Background: an optimization exercise with open tools, aiming at small area. Do not read the settings as production practice. Only simulation tests tie the RTL to the original design; equivalence was not proved. Power and IR drop assume default switching activity.

$ cat design/flow/config.mk
export PLATFORM = sky130hd
export DESIGN_NAME = stg_game
export DESIGN_NICKNAME = stg_game
export VERILOG_FILES = /design/flow/design.v
export SDC_FILE = /design/flow/constraint.sdc
export NUM_CORES = 4
export LEC_CHECK = 0
export CAP_MARGIN = 20
export CORE_MARGIN = 2
export CORE_UTILIZATION = 40
export PLACE_DENSITY = 0.6
export SLEW_MARGIN = 20
$ cat design/flow/constraint.sdc
create_clock -name core_clock -period 10.0 [get_ports {clk}]
set_input_delay 2.0000 -clock core_clock [delete_from_list [all_inputs] [get_ports {clk}]]
set_output_delay 2.0000 -clock core_clock [all_outputs]
set_load 0.01 [all_outputs]
$ cat design/flow/design.v
`timescale 1ns / 1ps
module clk_10(clk,rst,clk_1ms,clk_10ms);
input clk;
input rst;
input clk_1ms;
output clk_10ms;
reg [3:0]cnter;
reg c10ms;
reg c10ms_d;
always@(posedge clk) begin
	if(rst) begin
		cnter[3:0]<=0;
		c10ms<=0;
	end
	else if(clk_1ms) begin
	if(cnter[3:0]==4'b1010) begin
		cnter[3:0]<=0;
		c10ms<=1;
	end
	else if(cnter[3:0]<4'b1010) begin
		cnter[3:0]<=cnter[3:0]+4'b0001;
		c10ms<=0;
	end
	end
end
always@(posedge clk) begin
	if(rst) c10ms_d<=0;
	else c10ms_d<=c10ms;
end
assign clk_10ms=c10ms&&!c10ms_d;
endmodule
`timescale 1ns / 1ps
module bossp(clk,rst,enma1,enma2,enma3,enma4,bosshp,bossx,bossy,boss);
input clk;
input rst;
input enma1;
input enma2;
input enma3;
input enma4;
input [9:0]bosshp;
output reg [9:0]bossx;
output [9:0]bossy;
output reg boss;
wire enma;
assign enma=enma1|enma2|enma3|enma4; 
assign bossy=10'd166;
always @(*) begin
	if((bosshp>0)&&(!enma))
		boss=1;
	else
		boss=0;
end
always@(posedge clk)if(rst)begin bossx<=0; end else begin
	if(boss)begin
		if(bossx<344)
			bossx<=bossx+1;
		else
			bossx<=344;
	end
	else
		bossx<=0;
end
endmodule
`timescale 1ns / 1ps
module plane(clk,rst,en,gameover,btnstate,planex,planey);
input clk;
input rst;
input en;
input gameover;
input [3:0]btnstate;
output reg [9:0]planex;
output reg [9:0]planey;
always@(posedge clk)if(rst)begin planex<=10'd344; planey<=10'd413; end else if(en)begin
	if(gameover)begin
		planex<=0;
		planey<=planey+1;
	end
	else begin
		if(btnstate[0]&&(planex>=199)&&(planex<=489)&&(planey>=91)&&(planey<=453))
			planey<=planey-1;
		else if(btnstate[1]&&(planex>=200)&&(planex<=489)&&(planey>=90)&&(planey<=453))
			planex<=planex-1;
		else if(btnstate[3]&&(planex>=199)&&(planex<=489)&&(planey>=90)&&(planey<=452))
			planey<=planey+1;
		else if(btnstate[2]&&(planex>=199)&&(planex<=488)&&(planey>=90)&&(planey<=453))
			planex<=planex+1;
		else if(planex<=0) begin
			planex<=160+184;
			planey<=342+71;
		end
		else
			planex<=planex;
	end
end
endmodule
`timescale 1ns / 1ps
module enm(
		input clk,
		input rst,
		input en,
		input switch,
		input [6:0]enmhp1,
		input [6:0]enmhp2,
		input [6:0]enmhp3,
		input [6:0]enmhp4,
		input [9:0]planex,
		input [9:0]planey,
		output reg [9:0]enmx1,
		output reg [9:0]enmy1,
		output reg [9:0]enmx2,
		output reg [9:0]enmy2,
		output reg [9:0]enmx3,
		output reg [9:0]enmy3,
		output reg [9:0]enmx4,
		output reg [9:0]enmy4,
		output enmrst);
assign enmrst=1'b0;
always@(posedge clk)if(rst)begin enmx1<=0; enmy1<=0; end else if(en)begin
	if(switch)begin
		enmx1<=248;
		enmy1<=40;
	end
	else begin
		if(enmhp1>80)begin
			if(enmy1<200)enmy1<=enmy1+1;
			else enmy1<=200;
		end
		else if(enmhp1>40)begin
			if(enmx1<504)enmx1<=enmx1+1;
			else enmx1<=184;
		end
		else if(enmhp1==0)
			enmx1<=0;
		else begin
			if(enmx1<344)begin
				enmx1<=enmx1+1;
				enmy1<=enmx1+87;
			end
			else if(enmx1<504)begin
				enmx1<=enmx1+1;
				enmy1<=775-enmx1;
			end
			else begin
				enmx1<=184;
				enmy1<=271;
			end
		end
	end
end
always@(posedge clk)if(rst)begin enmx2<=0; enmy2<=0; end else if(en)begin
	if(switch)begin
		enmx2<=312;
		enmy2<=40;
	end
	else begin
		if(enmhp2>80)begin
			if(enmy2<150)enmy2<=enmy2+1;
			else enmy2<=150;
		end
		else if(enmhp2>40)begin
			if(enmx2<504)enmx2<=enmx2+1;
			else enmx2<=184;
		end
		else if(enmhp2==0)
			enmx2<=0;
		else begin
			if(enmx2>344)begin
				enmx2<=enmx2-1;
				enmy2<=enmx2-233;
			end
			else if(enmx2>184)begin
				enmx2<=enmx2-1;
				enmy2<=455-enmx2;
			end
			else begin
				enmx2<=504;
				enmy2<=271;
			end
		end
	end
end
always@(posedge clk)if(rst)begin enmx3<=0; enmy3<=0; end else if(en)begin
	if(switch)begin
		enmx3<=376;
		enmy3<=40;
	end
	else begin
		if(enmhp3>80)begin
			if(enmy3<150)enmy3<=enmy3+1;
			else enmy3<=150;
		end
		else if(enmhp3>40)begin
			if(enmx3<504)enmx3<=enmx3+1;
			else enmx3<=184;
		end
		else if(enmhp3==0)
			enmx3<=0;
		else begin
			if(enmx3>344)begin
				enmx3<=enmx3-1;
				enmy3<=enmx3-233;
			end
			else if(enmx3>184)begin
				enmx3<=enmx3-1;
				enmy3<=455-enmx3;
			end
			else begin
				enmx3<=504;
				enmy3<=271;
			end
		end
	end
end
always@(posedge clk)if(rst)begin enmx4<=0; enmy4<=0; end else if(en)begin
	if(switch)begin
		enmx4<=440;
		enmy4<=40;
	end
	else begin
		if(enmhp4>80)begin
			if(enmy4<200)enmy4<=enmy4+1;
			else enmy4<=200;
		end
		else if(enmhp4>40)begin
			if(enmx4<504)enmx4<=enmx4+1;
			else enmx4<=184;
		end
		else if(enmhp4==0)
			enmx4<=0;
		else begin
			if(enmx4<344)begin
				enmx4<=enmx4+1;
				enmy4<=enmx4+87;
			end
			else if(enmx4<504)begin
				enmx4<=enmx4+1;
				enmy4<=775-enmx4;
			end
			else begin
				enmx4<=184;
				enmy4<=271;
			end
		end
	end
end
endmodule
`timescale 1ns / 1ps
module bullet(
	input clk,
	input rst,
	input en,
	input [9:0]planex,
	input [9:0]planey,
	input [9:0]enmx1,
	input [9:0]enmy1,
	input [9:0]enmx2,
	input [9:0]enmy2,
	input [9:0]enmx3,
	input [9:0]enmy3,
	input [9:0]enmx4,
	input [9:0]enmy4,
	input [6:0]enmhp1,
	input [6:0]enmhp2,
	input [6:0]enmhp3,
	input [6:0]enmhp4,
	input [9:0]bossx,
	input [9:0]bossy,
	input boss,
	input switch,
	output shot,
	output reg [9:0]bigbulletx1,
	output reg [9:0]bigbullety1,
	output reg [9:0]bigbulletx2,
	output reg [9:0]bigbullety2,
	output reg [9:0]bulletx1,
	output reg [9:0]bullety1,
	output reg [9:0]bulletx2,
	output reg [9:0]bullety2,
	output reg [9:0]bulletx3,
	output reg [9:0]bullety3,
	output reg [9:0]bulletx4,
	output reg [9:0]bullety4,
	output reg [9:0]bulletx5,
	output reg [9:0]bullety5,
	output reg [9:0]bulletx6,
	output reg [9:0]bullety6,
	output reg [9:0]bulletx7,
	output reg [9:0]bullety7,
	output reg [9:0]bulletx8,
	output reg [9:0]bullety8,
	output reg [9:0]bulletx9,
	output reg [9:0]bullety9,
	output reg [9:0]bulletx10,
	output reg [9:0]bullety10,
	output reg [9:0]bulletx11,
	output reg [9:0]bullety11,
	output reg [9:0]bulletx12,
	output reg [9:0]bullety12);
reg shot1,shot2,shot3,shot4,shot5,shot6,shot7,shot8,shot9,shot10,shot11,shot12,shot13,shot14;
assign shot=shot1|shot2|shot3|shot4|shot5|shot6|shot7|shot8|shot9|shot10|shot11|shot12|shot13|shot14;
reg [6:0]fst;
reg [4:0]counter30;
always@(posedge clk)if(rst)begin fst<=7'b1111111; counter30<=0; end else if(en)begin
	if(switch)begin
		fst<=7'b1111111;
		counter30<=0;
	end
	else begin
		if(boss)begin
			if(counter30>=30)begin
				counter30<=0;
				fst<=fst<<1;
			end
			else
				counter30<=counter30+1;
		end
		else counter30<=0;
	end
end
always@(posedge clk)if(rst)begin shot13<=0; end else if(en)begin
	if((bigbulletx1>planex-25)&&(bigbulletx1<planex+25)&&(bigbullety1<planey+25)&&(bigbullety1>planey-25))
		shot13<=1;
	else
		shot13<=0;
end
always@(posedge clk)if(rst)begin bigbulletx1<=0; bigbullety1<=0; end else if(en)begin
	if(boss&&(!switch))begin
		if((bigbulletx1<184)||(bigbulletx1>504)||(bigbullety1<61)||(bigbullety1>471))begin
			bigbulletx1<=260;
			bigbullety1<=190;
		end
		else begin
			bigbullety1<=bigbullety1+1;
		end
	end
	else begin
		bigbulletx1<=0;
		bigbullety1<=0;
	end
end
always@(posedge clk)if(rst)begin shot14<=0; end else if(en)begin
	if((bigbulletx2>planex-25)&&(bigbulletx2<planex+25)&&(bigbullety2<planey+25)&&(bigbullety2>planey-25))
		shot14<=1;
	else
		shot14<=0;
end
always@(posedge clk)if(rst)begin bigbulletx2<=0; bigbullety2<=0; end else if(en)begin
	if(boss&&(!switch))begin
		if((bigbulletx2<184)||(bigbulletx2>504)||(bigbullety2<61)||(bigbullety2>471))begin
			bigbulletx2<=428;
			bigbullety2<=190;
		end
		else begin
			bigbullety2<=bigbullety2+1;
		end
	end
	else begin
		bigbulletx2<=0;
		bigbullety2<=0;
	end
end
always@(posedge clk)if(rst)begin shot1<=0; end else if(en)begin
	if((bulletx1>planex-6)&&(bulletx1<planex+6)&&(bullety1<planey+6)&&(bullety1>planey-6))
		shot1<=1;
	else
		shot1<=0;
end
always@(posedge clk)if(rst)begin bulletx1<=0; bullety1<=0; end else if(en)begin
	if(!boss)begin
		if((bulletx1<184)||(bulletx1>504)||(bullety1<61)||(bullety1>471)||switch)begin
			bulletx1<=enmx1;
			bullety1<=enmy1;
		end
		else if((enmhp1>80)||(0<enmhp1<40))
			bullety1<=bullety1+1;
		else
			bullety1<=bullety1;
	end
	else begin
		if(fst[0]) begin
			bulletx1<=294;
			bullety1<=221;
		end
		else begin
			if((bulletx1<184)||(bulletx1>504)||(bullety1<61)||(bullety1>471))begin
				bulletx1<=294;
				bullety1<=221;
			end
			else
				bullety1<=bullety1+1;
		end
	end
end
always@(posedge clk)if(rst)begin shot2<=0; end else if(en)begin
	if((bulletx2>planex-6)&&(bulletx2<planex+6)&&(bullety2<planey+6)&&(bullety2>planey-6))
		shot2<=1;
	else
		shot2<=0;
end
always@(posedge clk)if(rst)begin bulletx2<=0; bullety2<=0; end else if(en)begin
	if(!boss)begin
		if((bulletx2<184)||(bulletx2>504)||(bullety2<61)||(bullety2>471)||switch)begin
			bulletx2<=enmx2;
			bullety2<=enmy2;
		end
		else if((enmhp2>80)||(0<enmhp2<40))
			bullety2<=bullety2+1;
		else
			bullety2<=bullety2;
	end
	else begin
		if(fst[1]) begin
			bulletx2<=344;
			bullety2<=221;
		end
		else begin
			if((bulletx2<184)||(bulletx2>504)||(bullety2<61)||(bullety2>471))begin
				bulletx2<=344;
				bullety2<=221;
			end
			else
				bullety2<=bullety2+1;
		end
	end
end
always@(posedge clk)if(rst)begin shot3<=0; end else if(en)begin
	if((bulletx3>planex-6)&&(bulletx3<planex+6)&&(bullety3<planey+6)&&(bullety3>planey-6))
		shot3<=1;
	else
		shot3<=0;
end
always@(posedge clk)if(rst)begin bulletx3<=0; bullety3<=0; end else if(en)begin
	if(!boss)begin
		if((bulletx3<184)||(bulletx3>504)||(bullety3<61)||(bullety3>471)||switch)begin
			bulletx3<=enmx3;
			bullety3<=enmy3;
		end
		else if((enmhp3>80)||(0<enmhp3<40))
			bullety3<=bullety3+1;
		else
			bullety3<=bullety3;
	end
	else begin
		if(fst[2])begin
			bulletx3<=394;
			bullety3<=221;
		end
		else begin
			if((bulletx3<184)||(bulletx3>504)||(bullety3<61)||(bullety3>471))begin
				bulletx3<=394;
				bullety3<=221;
			end
			else
				bullety3<=bullety3+1;
		end
	end
end
always@(posedge clk)if(rst)begin shot4<=0; end else if(en)begin
	if((bulletx4>planex-6)&&(bulletx4<planex+6)&&(bullety4<planey+6)&&(bullety4>planey-6))
		shot4<=1;
	else
		shot4<=0;
end
always@(posedge clk)if(rst)begin bulletx4<=0; bullety4<=0; end else if(en)begin
	if(!boss)begin
		if((bulletx4<184)||(bulletx4>504)||(bullety4<61)||(bullety4>471)||switch)begin
			bulletx4<=enmx4;
			bullety4<=enmy4;
		end
		else if((enmhp4>80)||(0<enmhp4<40))
			bullety4<=bullety4+1;
		else
			bullety4<=bullety4;
	end
	else begin
		if(fst[3])begin
			bulletx4<=419;
			bullety4<=221;
		end
		else begin
			if((bulletx4<184)||(bulletx4>504)||(bullety4<61)||(bullety4>471))begin
				bulletx4<=419;
				bullety4<=221;
			end
			else
				bullety4<=bullety4+1;
		end
	end
end
always@(posedge clk)if(rst)begin shot5<=0; end else if(en)begin
	if((bulletx5>planex-6)&&(bulletx5<planex+6)&&(bullety5<planey+6)&&(bullety5>planey-6))
		shot5<=1;
	else
		shot5<=0;
end
always@(posedge clk)if(rst)begin bulletx5<=0; bullety5<=0; end else if(en)begin
	if(!boss)begin
		if((bulletx5<184)||(bulletx5>504)||(bullety5<61)||(bullety5>471)||switch)begin
			bulletx5<=enmx1;
			bullety5<=enmy1;
		end
		else if(enmhp1<=80)begin
			bulletx5<=bulletx5+1;
			bullety5<=bullety5+1;
		end
		else begin
			bulletx5<=bulletx5;
			bullety5<=bullety5;
		end
	end
	else begin
		if(fst[4])begin
			bulletx5<=369;
			bullety5<=221;
		end
		else begin
			if((bulletx5<184)||(bulletx5>504)||(bullety5<61)||(bullety5>471))begin
				bulletx5<=369;
				bullety5<=221;
			end
			else
				bullety5<=bullety5+1;
		end
	end
end
always@(posedge clk)if(rst)begin shot6<=0; end else if(en)begin
	if((bulletx6>planex-6)&&(bulletx6<planex+6)&&(bullety6<planey+6)&&(bullety6>planey-6))
		shot6<=1;
	else
		shot6<=0;
end
always@(posedge clk)if(rst)begin bulletx6<=0; bullety6<=0; end else if(en)begin
	if(!boss)begin
		if((bulletx6<184)||(bulletx6>504)||(bullety6<61)||(bullety6>471)||switch)begin
			bulletx6<=enmx2;
			bullety6<=enmy2;
		end
		else if(enmhp2<=80)begin
			bulletx6<=bulletx6+1;
			bullety6<=bullety6+1;
		end
		else begin
			bulletx6<=bulletx6;
			bullety6<=bullety6;
		end
	end
	else begin
		if(fst[5])begin
			bulletx6<=319;
			bullety6<=221;
		end
		else begin
			if((bulletx6<184)||(bulletx6>504)||(bullety6<61)||(bullety6>471))begin
				bulletx6<=319;
				bullety6<=221;
			end
			else
				bullety6<=bullety6+1;
		end
	end
end
always@(posedge clk)if(rst)begin shot7<=0; end else if(en)begin
	if((bulletx7>planex-6)&&(bulletx7<planex+6)&&(bullety7<planey+6)&&(bullety7>planey-6))
		shot7<=1;
	else
		shot7<=0;
end
always@(posedge clk)if(rst)begin bulletx7<=0; bullety7<=0; end else if(en)begin
	if(!boss)begin
		if((bulletx7<184)||(bulletx7>504)||(bullety7<61)||(bullety7>471)||switch)begin
			bulletx7<=enmx3;
			bullety7<=enmy3;
		end
		else if(enmhp3<=80)begin
			bulletx7<=bulletx7+1;
			bullety7<=bullety7+1;
		end
		else begin
			bulletx7<=bulletx7;
			bullety7<=bullety7;
		end
	end
	else begin
		if(fst[6])begin
			bulletx7<=269;
			bullety7<=221;
		end
		else begin
			if((bulletx7<184)||(bulletx7>504)||(bullety7<61)||(bullety7>471))begin
				bulletx7<=269;
				bullety7<=221;
			end
			else
				bullety7<=bullety7+1;
		end
	end
end
always@(posedge clk)if(rst)begin shot8<=0; end else if(en)begin
	if((bulletx8>planex-6)&&(bulletx8<planex+6)&&(bullety8<planey+6)&&(bullety8>planey-6))
		shot8<=1;
	else
		shot8<=0;
end
always@(posedge clk)if(rst)begin bulletx8<=0; bullety8<=0; end else if(en)begin
	if((bulletx8<184)||(bulletx8>504)||(bullety8<61)||(bullety8>471)||switch)begin
		bulletx8<=enmx4;
		bullety8<=enmy4;
	end
	else if(enmhp4<=80)begin
		bulletx8<=bulletx8+1;
		bullety8<=bullety8+1;
	end
	else begin
		bulletx8<=bulletx8;
		bullety8<=bullety8;
	end
end
always@(posedge clk)if(rst)begin shot9<=0; end else if(en)begin
	if((bulletx9>planex-6)&&(bulletx9<planex+6)&&(bullety9<planey+6)&&(bullety9>planey-6))
		shot9<=1;
	else
		shot9<=0;
end
always@(posedge clk)if(rst)begin bulletx9<=0; bullety9<=0; end else if(en)begin
	if(((bulletx9<184)||(bulletx9>504)||(bullety9<61)||(bullety9>471)||switch)&&(enmhp1<=80))begin
		bulletx9<=enmx1;
		bullety9<=enmy1;
	end
	else begin
		bulletx9<=bulletx9-1;
		bullety9<=bullety9+1;
	end
end
always@(posedge clk)if(rst)begin shot10<=0; end else if(en)begin
	if((bulletx10>planex-6)&&(bulletx10<planex+6)&&(bullety10<planey+6)&&(bullety10>planey-6))
		shot10<=1;
	else
		shot10<=0;
end
always@(posedge clk)if(rst)begin bulletx10<=0; bullety10<=0; end else if(en)begin
	if(((bulletx10<184)||(bulletx10>504)||(bullety10<61)||(bullety10>471)||switch)&&(enmhp2<=80))begin
		bulletx10<=enmx2;
		bullety10<=enmy2;
	end
	else begin
		bulletx10<=bulletx10-1;
		bullety10<=bullety10+1;
	end
end
always@(posedge clk)if(rst)begin shot11<=0; end else if(en)begin
	if((bulletx11>planex-6)&&(bulletx11<planex+6)&&(bullety11<planey+6)&&(bullety11>planey-6))
		shot11<=1;
	else
		shot11<=0;
end
always@(posedge clk)if(rst)begin bulletx11<=0; bullety11<=0; end else if(en)begin
	if(((bulletx11<184)||(bulletx11>504)||(bullety11<61)||(bullety11>471)||switch)&&(enmhp3<=80))begin
		bulletx11<=enmx3;
		bullety11<=enmy3;
	end
	else begin
		bulletx11<=bulletx11-1;
		bullety11<=bullety11+1;
	end
end
always@(posedge clk)if(rst)begin shot12<=0; end else if(en)begin
	if((bulletx12>planex-6)&&(bulletx12<planex+6)&&(bullety12<planey+6)&&(bullety12>planey-6))
		shot12<=1;
	else
		shot12<=0;
end
always@(posedge clk)if(rst)begin bulletx12<=0; bullety12<=0; end else if(en)begin
	if(((bulletx12<184)||(bulletx12>504)||(bullety12<61)||(bullety12>471)||switch)&&(enmhp4<=80))begin
		bulletx12<=enmx4;
		bullety12<=enmy4;
	end
	else begin
		bulletx12<=bulletx12-1;
		bullety12<=bullety12+1;
	end
end
endmodule
`timescale 1ns / 1ps
module myb(
	input clk,
	input rst,
	input en,
	input switch,
	output reg [9:0]mybx,
	output reg [9:0]myby,
	input [9:0]planex,
	input [9:0]planey,
	input [9:0]bossx,
	input [9:0]bossy,
	input [9:0]enmx1,
	input [9:0]enmy1,
	input [9:0]enmx2,
	input [9:0]enmy2,
	input [9:0]enmx3,
	input [9:0]enmy3,
	input [9:0]enmx4,
	input [9:0]enmy4,
	input enmrst,
	output reg [6:0]enmhp1,
	output reg [6:0]enmhp2,
	output reg [6:0]enmhp3,
	output reg [6:0]enmhp4,
	output reg [9:0]bosshp
			);
always@(posedge clk)if(rst)begin enmhp1<=7'd120; enmhp2<=7'd120; enmhp3<=7'd120; enmhp4<=7'd120; bosshp<=10'd600; mybx<=planex; myby<=planey; end else if(en)begin
	if(switch)begin
		enmhp1<=120;
		enmhp2<=120;
		enmhp3<=120;
		enmhp4<=120;
		bosshp<=600;
	end
	else begin
		if(((mybx>=bossx-41)&&(mybx<=bossx+41)&&(myby<=bossy+24)))begin 
			mybx<=planex;
			myby<=planey;
			if(bosshp>0) bosshp<=bosshp-2;
			else bosshp<=0;
		end
		else if((mybx>enmx1-15)&&(mybx<enmx1+15)&&(myby<enmy1+18)&&(myby>enmy1-18))begin 
			mybx<=planex;
			myby<=planey;
			if(enmhp1>0) enmhp1<=enmhp1-5'b00010;
			else enmhp1<=0;
		end
		else if((mybx>enmx2-15)&&(mybx<enmx2+15)&&(myby<enmy2+18)&&(myby>enmy2-18))begin 
			mybx<=planex;
			myby<=planey;
			if(enmhp2>0) enmhp2<=enmhp2-5'b00010;
			else enmhp2<=0;
		end
		else if((mybx>enmx3-15)&&(mybx<enmx3+15)&&(myby<enmy3+18)&&(myby>enmy3-18))begin 
			mybx<=planex;
			myby<=planey;
			if(enmhp3>0) enmhp3<=enmhp3-5'b00010;
			else enmhp3<=0;
		end
		else if((mybx>enmx4-15)&&(mybx<enmx4+15)&&(myby<enmy4+18)&&(myby>enmy4-18))begin 
			mybx<=planex;
			myby<=planey;
			if(enmhp4>0) enmhp4<=enmhp4-5'b00010;
			else enmhp4<=0; 
		end
		else if(myby<=71)begin
			mybx<=planex;
			myby<=planey;
		end
		else
			myby<=myby-1;
	end
end
endmodule
`timescale 1ns / 1ps
module stg_game(
	clk,
	rst,
	tick_1ms,
	btnstate,
	switch,
	planex,
	planey,
	mybx,
	myby,
	bossx,
	bossy,
	enmx1,
	enmy1,
	enmx2,
	enmy2,
	enmx3,
	enmy3,
	enmx4,
	enmy4,
	bigbulletx1,
	bigbullety1,
	bigbulletx2,
	bigbullety2,
	bulletx1,
	bullety1,
	bulletx2,
	bullety2,
	bulletx3,
	bullety3,
	bulletx4,
	bullety4,
	bulletx5,
	bullety5,
	bulletx6,
	bullety6,
	bulletx7,
	bullety7,
	bulletx8,
	bullety8,
	bulletx9,
	bullety9,
	bulletx10,
	bullety10,
	bulletx11,
	bullety11,
	bulletx12,
	bullety12,
	life,
	boss,
	enma1,
	enma2,
	enma3,
	enma4,
	gameclear
	);
input clk;
input rst;
input tick_1ms;
input [3:0]btnstate;
input switch;
output [9:0]planex;
output [9:0]planey;
output [9:0]mybx;
output [9:0]myby;
output [9:0]bossx;
output [9:0]bossy;
output [9:0]enmx1;
output [9:0]enmy1;
output [9:0]enmx2;
output [9:0]enmy2;
output [9:0]enmx3;
output [9:0]enmy3;
output [9:0]enmx4;
output [9:0]enmy4;
output [9:0]bigbulletx1;
output [9:0]bigbullety1;
output [9:0]bigbulletx2;
output [9:0]bigbullety2;
output [9:0]bulletx1;
output [9:0]bullety1;
output [9:0]bulletx2;
output [9:0]bullety2;
output [9:0]bulletx3;
output [9:0]bullety3;
output [9:0]bulletx4;
output [9:0]bullety4;
output [9:0]bulletx5;
output [9:0]bullety5;
output [9:0]bulletx6;
output [9:0]bullety6;
output [9:0]bulletx7;
output [9:0]bullety7;
output [9:0]bulletx8;
output [9:0]bullety8;
output [9:0]bulletx9;
output [9:0]bullety9;
output [9:0]bulletx10;
output [9:0]bullety10;
output [9:0]bulletx11;
output [9:0]bullety11;
output [9:0]bulletx12;
output [9:0]bullety12;
output reg [2:0]life;
output boss;
output enma1,enma2,enma3,enma4;
output reg gameclear;
wire clk_1ms;
wire clk_10ms;
reg gameover;
wire shot;
reg shot_d;
wire [6:0]enmhp1;
wire [6:0]enmhp2;
wire [6:0]enmhp3;
wire [6:0]enmhp4;
wire [9:0]bosshp;
wire enmrst;
assign clk_1ms=tick_1ms;
always@(posedge clk)begin
	if(rst)begin
		life<=3'b111;
		shot_d<=0;
	end
	else begin
		shot_d<=shot;
		if(switch) life<=3'b111;
		else if(shot&&!shot_d) life<=life<<1;
	end
end
always @(*) begin
	if(switch)
		gameover=0;
	else begin
		if(life==3'b000)
			gameover=1;
		else
			gameover=0;
	end
end
always @(*) begin
	if(switch)
		gameclear=0;
	else begin
		if(bosshp==0)
			gameclear=1;
		else
			gameclear=0;
	end
end
assign enma1=enmhp1[0]|enmhp1[1]|enmhp1[2]|enmhp1[3]|enmhp1[4]|enmhp1[5]|enmhp1[6];
assign enma2=enmhp2[0]|enmhp2[1]|enmhp2[2]|enmhp2[3]|enmhp2[4]|enmhp1[5]|enmhp1[6];
assign enma3=enmhp3[0]|enmhp3[1]|enmhp3[2]|enmhp3[3]|enmhp3[4]|enmhp1[5]|enmhp1[6];
assign enma4=enmhp4[0]|enmhp4[1]|enmhp4[2]|enmhp4[3]|enmhp4[4]|enmhp1[5]|enmhp1[6];
clk_10 c0(clk,rst,clk_1ms,clk_10ms);
bossp m2(clk,rst,enma1,enma2,enma3,enma4,bosshp,bossx,bossy,boss);
plane m4(clk,rst,clk_10ms,gameover,btnstate,planex,planey);
enm m5(clk,rst,clk_10ms,switch,
		enmhp1,enmhp2,enmhp3,enmhp4,
		planex,planey,
		enmx1,enmy1,
		enmx2,enmy2,
		enmx3,enmy3,
		enmx4,enmy4,
		enmrst);
bullet m6(clk,rst,clk_10ms,planex,planey,
			enmx1,enmy1,
			enmx2,enmy2,
			enmx3,enmy3,
			enmx4,enmy4,
			enmhp1,enmhp2,enmhp3,enmhp4,
			bossx,bossy,boss,switch,
			shot,
			bigbulletx1,bigbullety1,
			bigbulletx2,bigbullety2,
			bulletx1,bullety1,
			bulletx2,bullety2,
			bulletx3,bullety3,
			bulletx4,bullety4,
			bulletx5,bullety5,
			bulletx6,bullety6,
			bulletx7,bullety7,
			bulletx8,bullety8,
			bulletx9,bullety9,
			bulletx10,bullety10,
			bulletx11,bullety11,
			bulletx12,bullety12);
myb m3(clk,rst,clk_1ms,switch,mybx,myby,
			planex,planey,
			bossx,bossy,
			enmx1,enmy1,
			enmx2,enmy2,
			enmx3,enmy3,
			enmx4,enmy4,
			enmrst,
			enmhp1,enmhp2,enmhp3,enmhp4,bosshp
			);
endmodule
$ cat design/flow/run.sh
#!/bin/bash
# synth_recipe.tcl (not shown) runs the flow's synth.tcl, then flattens the netlist and writes it again
# the make line also repeats each setting of config.mk as NAME=value (left out here)
make -C /OpenROAD-flow-scripts/flow DESIGN_CONFIG=/design/flow/config.mk WORK_HOME=/design/flow/orfs CLKGATE_MAP_FILE= SYNTH_SCRIPT=/design/flow/synth_recipe.tcl finish
==> results_dict.tcl <==
set metrics [dict create \
    cts.sinks 461 \
    cts_resized 0 \
    antenna_found_initial 9 \
    maxCapViolCount 0 \
    drv_slew 0 \
    num_vias 48755 \
    grt_max_degree 184 \
    endpoint_kind "output port" \
    holdWs_ps 467 \
    yosysSeqAreaShare_pct 20.9 \
    p_leak_nw 21.6 \
    post_cts_buffers 0 \
    drive_gt1_share_pct 5.11 \
    nets 6980 \
    clk_pin_slew_ps 70 \
    area_growth_pct 18.4 \
    hold_buffers 0 \
    slowest_stage "clkdlybuf4s50_1" \
    drt_first_pass_iters 7 \
    mostFrequentLayoutCells "ha_1, a21oi_1, nand2_1, nor2_1, dfxtp_1" \
    crit_type "in -> out" \
    drc 0 \
    num_io_pins 437 \
    rsz0062_at_grt "no" \
    timing.setup.tns_ps 0 \
    layout_commonest_cell "ha_1" \
    cts_tree "yes" \
    synthDistinctLibCells 96 \
    relSlewSlack_pct 5.85 \
    critPathRequiredTime_ps 8000 \
    synth_edf_count 20 \
    track_usage_pct 34.7 \
    cpPeakStageDelay_ps 540 \
    yosysWarnings 7 \
    ys_seq_elements 461 \
    clock_latency_ps 730 \
    fin_skew_ps 41.8 \
    routed_wirelength_um 209000 \
    vdd_drop_max_mv 0.149 \
    post-route-min-period_ps 5730 \
    grt_pass1_wl_um 304000 \
    drt-initial-drc-count 5356 \
    synthesis.area_um2 45200 \
    num_rows 123 \
    ant_nets 0 \
    start_kind "primary input" \
    synth_async_sr_flop_share_pct 0 \
    worstPathCellList "buf_2, buf_4, inv_1, buf_4, and2_1, clkdlybuf4s50_1" \
    syn_inst 5931 \
    avgRoutedWirePerCell_um 26.9 \
    fmax_ghz 0.174 \
    vias_per_cell 6.28 \
    cts_max_level 2 \
    chipWidth_um 340 \
    hold_violations 0 \
    critPathMostFrequentCell "buf_4" \
    die_h_um 340 \
    crit_buf_inv 5 \
    worstMarginPinSlew_ps 1380 \
    synth_ff_type "dfxtp_1" \
    cts-root-buf "clkbuf_16" \
    min_path_type "reg -> reg" \
    cts_made_buffers 61 \
    cp_max_fo 33 \
    place_hpwl_um 147000 \
    critical_path_arrival_ps 3730 \
    port_buffers 413 \
    syn_avg_cell_area_um2 7.62 \
    total_power_mw 4.68 \
    core_um2 112000 \
    clockBufferDepth 3 \
    status "complete, no violations" \
    routabilityCongestion 0.980 \
    grt_overflow_total 0 \
    p_per_area_nw_per_um2 87.4 \
    period_share_pct 57.3 \
    grt_pass1_vias 45434 \
    setup_viol 0 \
    cpLargestDelayFamily "buffers and inverters" \
    die-area_um2 116000 \
    floorplan.initialDensity_pct 40.3 \
]
[per-stage QoR]
step	setup WS (ps)	instance area [µm²]	instances	utilization, %
floorplan	5040	45300	5953	-
global placement	4310	51100	7645	45.5
detailed placement	4300	51100	7645	45.6
CTS	4290	53400	7758	47.6
global route	4260	53500	7759	47.7
finish	4270	53500	7764	47.7
[tightest hold or removal path, cell delays in order, from the launching register on]
cell and delay (ps):
dfxtp_1 320, nand2_1 60, o41ai_1 50
[per-layer routing]
layer | vias up | track usage, % | part of all wire, %
met5 | - | 0 | 0.051
met4 | 16 | 21.9 | 7.2
met3 | 642 | 9.49 | 11
met2 | 2493 | 55.0 | 44
met1 | 23127 | 41.5 | 38
li1 | 22477 | - | -
[where the power goes]
part	internal, mW	leakage (nW)	switching, mW	total, mW
Sequential	1.86	3.73	0.0217	1.88
Combinational	0.0595	16.8	0.128	0.188
Clock	1.58	1.12	1.03	2.61
[kinds of logic (layout without fill, tap and decap cells)]
kind of cell | after synthesis | count (layout) | share of synthesized area (%)
compound gates | 1804 | 1804 | 25.0
xor+xnor | 289 | 289 | 5.60
mux | 43 | 43 | 0.969
fa+ha+maj | 763 | 763 | 21.1
buf+inv | 543 | 849 | 4.84
simple gates | 2026 | 2026 | 21.5
other cells | 2 | 29 | 0.0166
flops | 461 | 461 | 20.9
[path summary, 6_finish.rpt]
kind | startpoint | cells past startpoint | slack (ps) | to
min reg2reg | m6.shot6 | 2 | 470 | m6.shot6
max reg2reg | m5.enmx2[3] | 14 | 4960 | m3.mybx[2]
min | m6.shot6 | 2 | 470 | m6.shot6
max | switch | 6 | 4270 | gameclear
[synthesized netlist by cell type, types with 31 or more instances]
master,count,area (µm²)
nor3_1,205,1030
buf_4,32,240
xor2_1,85,744
a221oi_1,35,307
and3_1,39,244
xnor2_1,204,1790
nand2_1,533,2000
o31ai_1,42,315
a21oi_1,606,3030
clkbuf_1,244,916
o21a_1,68,510
nand3_1,233,1170
inv_1,205,769
a211oi_1,67,503
nor4_1,60,375
o21ai_0,407,2040
buf_1,39,146
o22ai_1,34,213
o211ai_1,44,330
nor2_1,499,1870
a21o_1,143,1070
a31oi_1,56,350
nand2b_1,90,563
o221ai_1,38,333
nand4_1,123,769
mux2i_1,37,370
dfxtp_1,441,8830
a22oi_1,36,270
a2111oi_0,31,272
or3_1,42,263
ha_1,763,9550
nor2b_1,79,494
[layout make-up]
class	instances	area, µm²
well taps	1500	1880
repair buffers	525	5020
inverters	211	792
multi-input cells	4949	34000
fillers	11050	58700
diodes	5	12.5
flip-flops and latches	461	9430
clock buffers	76	1680
clock inverters	37	633

afterwards: timing with drivers on the ports:
No port has a modelled driver above. Below, the same layout with a new extraction and two added sets of constraints. Step 1: set_driving_cell puts a clkbuf_16 on clk and a buf_2 on each other input, an assumption about the parent block. Step 2, shift: input delay + t, output delay - t, t = (earliest + latest rising clock arrival at the registers) / 2. This alone moves slack from input paths to output paths. Slacks: ideal ports / drivers / drivers and shift; pairs: ideal ports / drivers.
t, ns: 0.786
slack for setup (ns): 4.266 / 4.246 / 4.246
clock arrival spread, ns: 0.041 / 0.042
After both steps setup and hold are still met in this run. The setup slack of this run moves by -0.020 ns with the drivers and by -0.020 ns with both steps.
